What follows belongs to an exercise in optimizing a design on an open flow for small area; a production flow would make more cautious choices.
Where RTL was checked, it was by simulation tests only, not by an equivalence proof against the original.
Power is estimated from default activity; no workload was simulated.

## branch garnet
==> module main, before the edit <==
module main(clk, buttons, init_cells, leds, rgb, cols, rows);
input wire clk;
input wire [1:0] buttons;
input wire [63:0] init_cells;
output logic [1:0] leds;
output logic [2:0] rgb;
output logic [7:0] cols;
output logic [7:0] rows;
logic [63:0] dead;         
logic [7:0] game_lo;       
logic game_hi;             
logic [2:0] display_counter;
logic [2:0] x;
logic [2:0] todo;          
logic [7:0] first_old;     
logic [7:0] prev_old;      
logic rst, load, step, adv;
always_comb begin
  rst = buttons[0];
  load = buttons[0] | buttons[1];
  step = game_hi;
  adv = display_counter[2];
end
always_comb begin
  leds[0] = buttons[0] ^ buttons[1];
  leds[1] = buttons[0] & buttons[1];
  rgb[0] = ~( buttons[0] & ~buttons[1]);
  rgb[1] = ~(~buttons[0] &  buttons[1]);
  rgb[2] = ~( buttons[0] &  buttons[1]);
end
logic [2:0] t;
logic [7:0] dt;
logic [7:0] w0, w1, w2;
integer j;
always_comb begin
  t = x + {2'd0, adv};
  dt = 8'd1 << t;
  w0 = 8'd0; w1 = 8'd0; w2 = 8'd0;
  for (j = 0; j < 8; j = j + 1) begin
    w0 = w0 | ({8{dt[(j+1)%8]}} & ~dead[8*j +: 8]);
    w1 = w1 | ({8{dt[j]}} & ~dead[8*j +: 8]);
    w2 = w2 | ({8{dt[(j+7)%8]}} & ~dead[8*j +: 8]);
  end
  rows = ~(adv ? w0 : w1);
  cols = 8'd1 << x;
end
logic [7:0] above, below, center, next_row;
logic [7:0] u0, u1;      
logic [9:0] v0, v1;      
logic l0, lc, hs, hc;
integer k;
always_comb begin
  center = w1;
  if (dt[0]) above = 8'd0;
  else if (step) above = w0;
  else above = prev_old;
  if (dt[7]) below = 8'd0;
  else if (!step && (todo == 3'd1)) below = first_old;
  else below = w2;
  v0[0] = 1'b0; v1[0] = 1'b0; v0[9] = 1'b0; v1[9] = 1'b0;
  for (k = 0; k < 8; k = k + 1) begin
    {u1[k], u0[k]} = {1'b0, above[k]} + {1'b0, below[k]};
    {v1[k+1], v0[k+1]} = {1'b0, above[k]} + {1'b0, center[k]} + {1'b0, below[k]};
  end
  for (k = 0; k < 8; k = k + 1) begin
    {lc, l0} = {1'b0, v0[k]} + {1'b0, v0[k+2]} + {1'b0, u0[k]};
    {hc, hs} = {1'b0, v1[k]} + {1'b0, v1[k+2]} + {1'b0, u1[k]};
    next_row[k] = ~hc & (hs ^ lc) & (l0 | center[k]);
  end
end
logic [7:0] game_lo_next;
logic game_lo_last;
always_comb begin
  game_lo_next = {game_lo[6:0], game_lo[7] ^ game_lo[5] ^ game_lo[4] ^ game_lo[3] ^ (game_lo[6:0] == 7'd0)};
  game_lo_last = (game_lo == 8'h80);
end
logic upd;
logic [7:0] we;
always_comb begin
  upd = ~load & (step | (adv & (todo != 3'd0)));
  we = dt & {8{upd}};
end
always_ff @(posedge clk) begin
  if (rst) begin
    game_lo <= 8'd0;
    game_hi <= 1'b0;
    display_counter <= 3'd0;
    x <= 3'd0;
  end else begin
    game_lo <= step ? 8'd0 : game_lo_next;
    game_hi <= ~step & game_lo_last;
    display_counter <= adv ? 3'd0 : display_counter + 3'd1;
    x <= t;
  end
  for (int y = 0; y < 8; y++)
    if (load | we[y])
      dead[8*y +: 8] <= ~((init_cells[8*y +: 8] & {8{load}}) | (next_row & {8{we[y]}}));
  if (load) todo <= 3'd0;
  else if (step) todo <= 3'd7;
  else if (adv && (todo != 3'd0)) todo <= todo - 3'd1;
  if (step) first_old <= w1;
  if (step | adv) prev_old <= w1;
end
endmodule
Settings: LEC_CHECK=0, CAP_MARGIN=20, CORE_MARGIN=2, CORE_UTILIZATION=40, CTS_BUF_LIST=sky130_fd_sc_hd__clkbuf_8, PLACE_DENSITY=0.6, SLEW_MARGIN=20; clock period 7.0 ns.
standard.sh (not shown) runs the stock make flow with config.mk's settings and CLKGATE_MAP_FILE= SYNTH_SCRIPT=/design/flow/synth_recipe.tcl, a recipe that flattens the netlist after the stock synthesis.
==> flow/flow/run.sh <==
#!/bin/bash
# Layout flow: the standard flow (standard.sh), with two changes:
#  - synthesis maps the logic with the area-oriented ABC script in
#    flow/abc_area.script instead of ORFS's speed script (the registers are
#    mapped before ABC runs, so they are the standard synthesis's);
#  - the port buffers are sky130_fd_sc_hd__buf_1 cells.
# Each step's full output goes to a log file in the work folder.
set -euo pipefail
W=$PWD
cat > "$W/area_synth.tcl" <<EOF
proc abc {args} {
  set i [lsearch -exact \$args -script]
  if {\$i >= 0} { set args [lreplace \$args \$i [expr {\$i + 1}] -script $W/flow/abc_area.script] }
  yosys abc {*}\$args
}
source $W/synth_recipe.tcl
EOF
sed "s#SYNTH_SCRIPT=[^ ]*#SYNTH_SCRIPT=$W/area_synth.tcl#" standard.sh > area_standard.sh
grep -q "SYNTH_SCRIPT=$W/area_synth.tcl" area_standard.sh
export BUFFER_PORTS_ARGS="-buffer_cell sky130_fd_sc_hd__buf_1"
bash area_standard.sh synth > "$W/synth.log" 2>&1
bash area_standard.sh > "$W/layout.log" 2>&1
test -f out/final.def
==> flow/flow/abc_area.script <==
strash
dch
map -a
strash
dch
map -a
topo
stime -c
branch garnet: done, clean on timing, DRC and antenna
Modified inputs, branch nickel compared to branch garnet
--- a/flow/design.v
+++ b/flow/design.v
@@ -4,13 +4,13 @@
 input wire [1:0] buttons;
 input wire [63:0] init_cells;
 output logic [1:0] leds;
 output logic [2:0] rgb;
 output logic [7:0] cols;
 output logic [7:0] rows;
-logic [63:0] dead;         
+logic [63:0] cells;
 logic [7:0] game_lo;       
 logic game_hi;             
 logic [2:0] display_counter;
 logic [2:0] x;
 logic [2:0] todo;          
 logic [7:0] first_old;     
@@ -35,15 +35,15 @@
 integer j;
 always_comb begin
   t = x + {2'd0, adv};
   dt = 8'd1 << t;
   w0 = 8'd0; w1 = 8'd0; w2 = 8'd0;
   for (j = 0; j < 8; j = j + 1) begin
-    w0 = w0 | ({8{dt[(j+1)%8]}} & ~dead[8*j +: 8]);
-    w1 = w1 | ({8{dt[j]}} & ~dead[8*j +: 8]);
-    w2 = w2 | ({8{dt[(j+7)%8]}} & ~dead[8*j +: 8]);
+    w0 = w0 | ({8{dt[(j+1)%8]}} & cells[8*j +: 8]);
+    w1 = w1 | ({8{dt[j]}} & cells[8*j +: 8]);
+    w2 = w2 | ({8{dt[(j+7)%8]}} & cells[8*j +: 8]);
   end
   rows = ~(adv ? w0 : w1);
   cols = 8'd1 << x;
 end
 logic [7:0] above, below, center, next_row;
 logic [7:0] u0, u1;      
@@ -73,16 +73,17 @@
 logic game_lo_last;
 always_comb begin
   game_lo_next = {game_lo[6:0], game_lo[7] ^ game_lo[5] ^ game_lo[4] ^ game_lo[3] ^ (game_lo[6:0] == 7'd0)};
   game_lo_last = (game_lo == 8'h80);
 end
 logic upd;
-logic [7:0] we;
+logic [7:0] we, hold;
 always_comb begin
   upd = ~load & (step | (adv & (todo != 3'd0)));
   we = dt & {8{upd}};
+  hold = ~we & {8{~load}};
 end
 always_ff @(posedge clk) begin
   if (rst) begin
     game_lo <= 8'd0;
     game_hi <= 1'b0;
     display_counter <= 3'd0;
@@ -91,14 +92,14 @@
     game_lo <= step ? 8'd0 : game_lo_next;
     game_hi <= ~step & game_lo_last;
     display_counter <= adv ? 3'd0 : display_counter + 3'd1;
     x <= t;
   end
   for (int y = 0; y < 8; y++)
-    if (load | we[y])
-      dead[8*y +: 8] <= ~((init_cells[8*y +: 8] & {8{load}}) | (next_row & {8{we[y]}}));
+    cells[8*y +: 8] <= (init_cells[8*y +: 8] & {8{load}}) | (next_row & {8{we[y]}})
+                     | (cells[8*y +: 8] & {8{hold[y]}});
   if (load) todo <= 3'd0;
   else if (step) todo <= 3'd7;
   else if (adv && (todo != 3'd0)) todo <= todo - 3'd1;
   if (step) first_old <= w1;
   if (step | adv) prev_old <= w1;
 end
[summary]
Re portion of the layout cell area used by clock cells: branch nickel is 0.40 points up on branch garnet. Looking at power per cell area across branch nickel and branch garnet, the one that comes out lower is branch garnet. Summary of branch nickel over branch garnet: synthesis-to-finish area growth grew by 0.72 points; power dissipated in the clock network grew by about 12%. branch nickel reports its end point of the critical path as rows[0] while branch garnet reports rows[5]. Going from branch garnet to branch nickel, chip height shrinks by 0.75 um. For branch garnet, the most common library cell in the layout ignoring fill and taps was buf_1, unlike branch nickel, where it was clkinv_1. Note that the post-synthesis instance total recorded for branch nickel amounts to 1.2 times the value seen in branch garnet. Changes observed in branch nickel relative to branch garnet: power went up, routed wire length has increased, worst relative slew slack fell by 8.0 points. The run showing the greater part of the power in combinational logic is branch nickel.
Function not checked in branch garnet: the RTL went through the layout flow alone.

## static timing again, ports no longer ideal
The results above use ideal ports. As a check the final layouts listed here were re-extracted and re-timed, cells and wires unchanged.
Step 1, drivers: a clkbuf_16 drives clk and a buf_2 each remaining input, both assumed.
Step 2 also shifts input and output timing later by t, the mid clock arrival at the registers, as if the neighbouring blocks saw the same clock.
a / b / c = ideal ports / drivers / drivers and shift; a / b = the first two.
| run | t (ns) | setup slack, ns | clock arrival spread, ns | worst data-port slew with drivers (ns) | pins driven straight from the clock port |
|---|---|---|---|---|---|
| branch garnet | 0.421 | 1.197 / 1.162 / 1.383 | 0.014 / 0.015 | 0.05 | 1 |
| branch nickel | 0.433 | 1.358 / 1.321 / 1.384 | 0.016 / 0.016 | 0.03 | 1 |
After both steps every run listed still meets setup and hold.
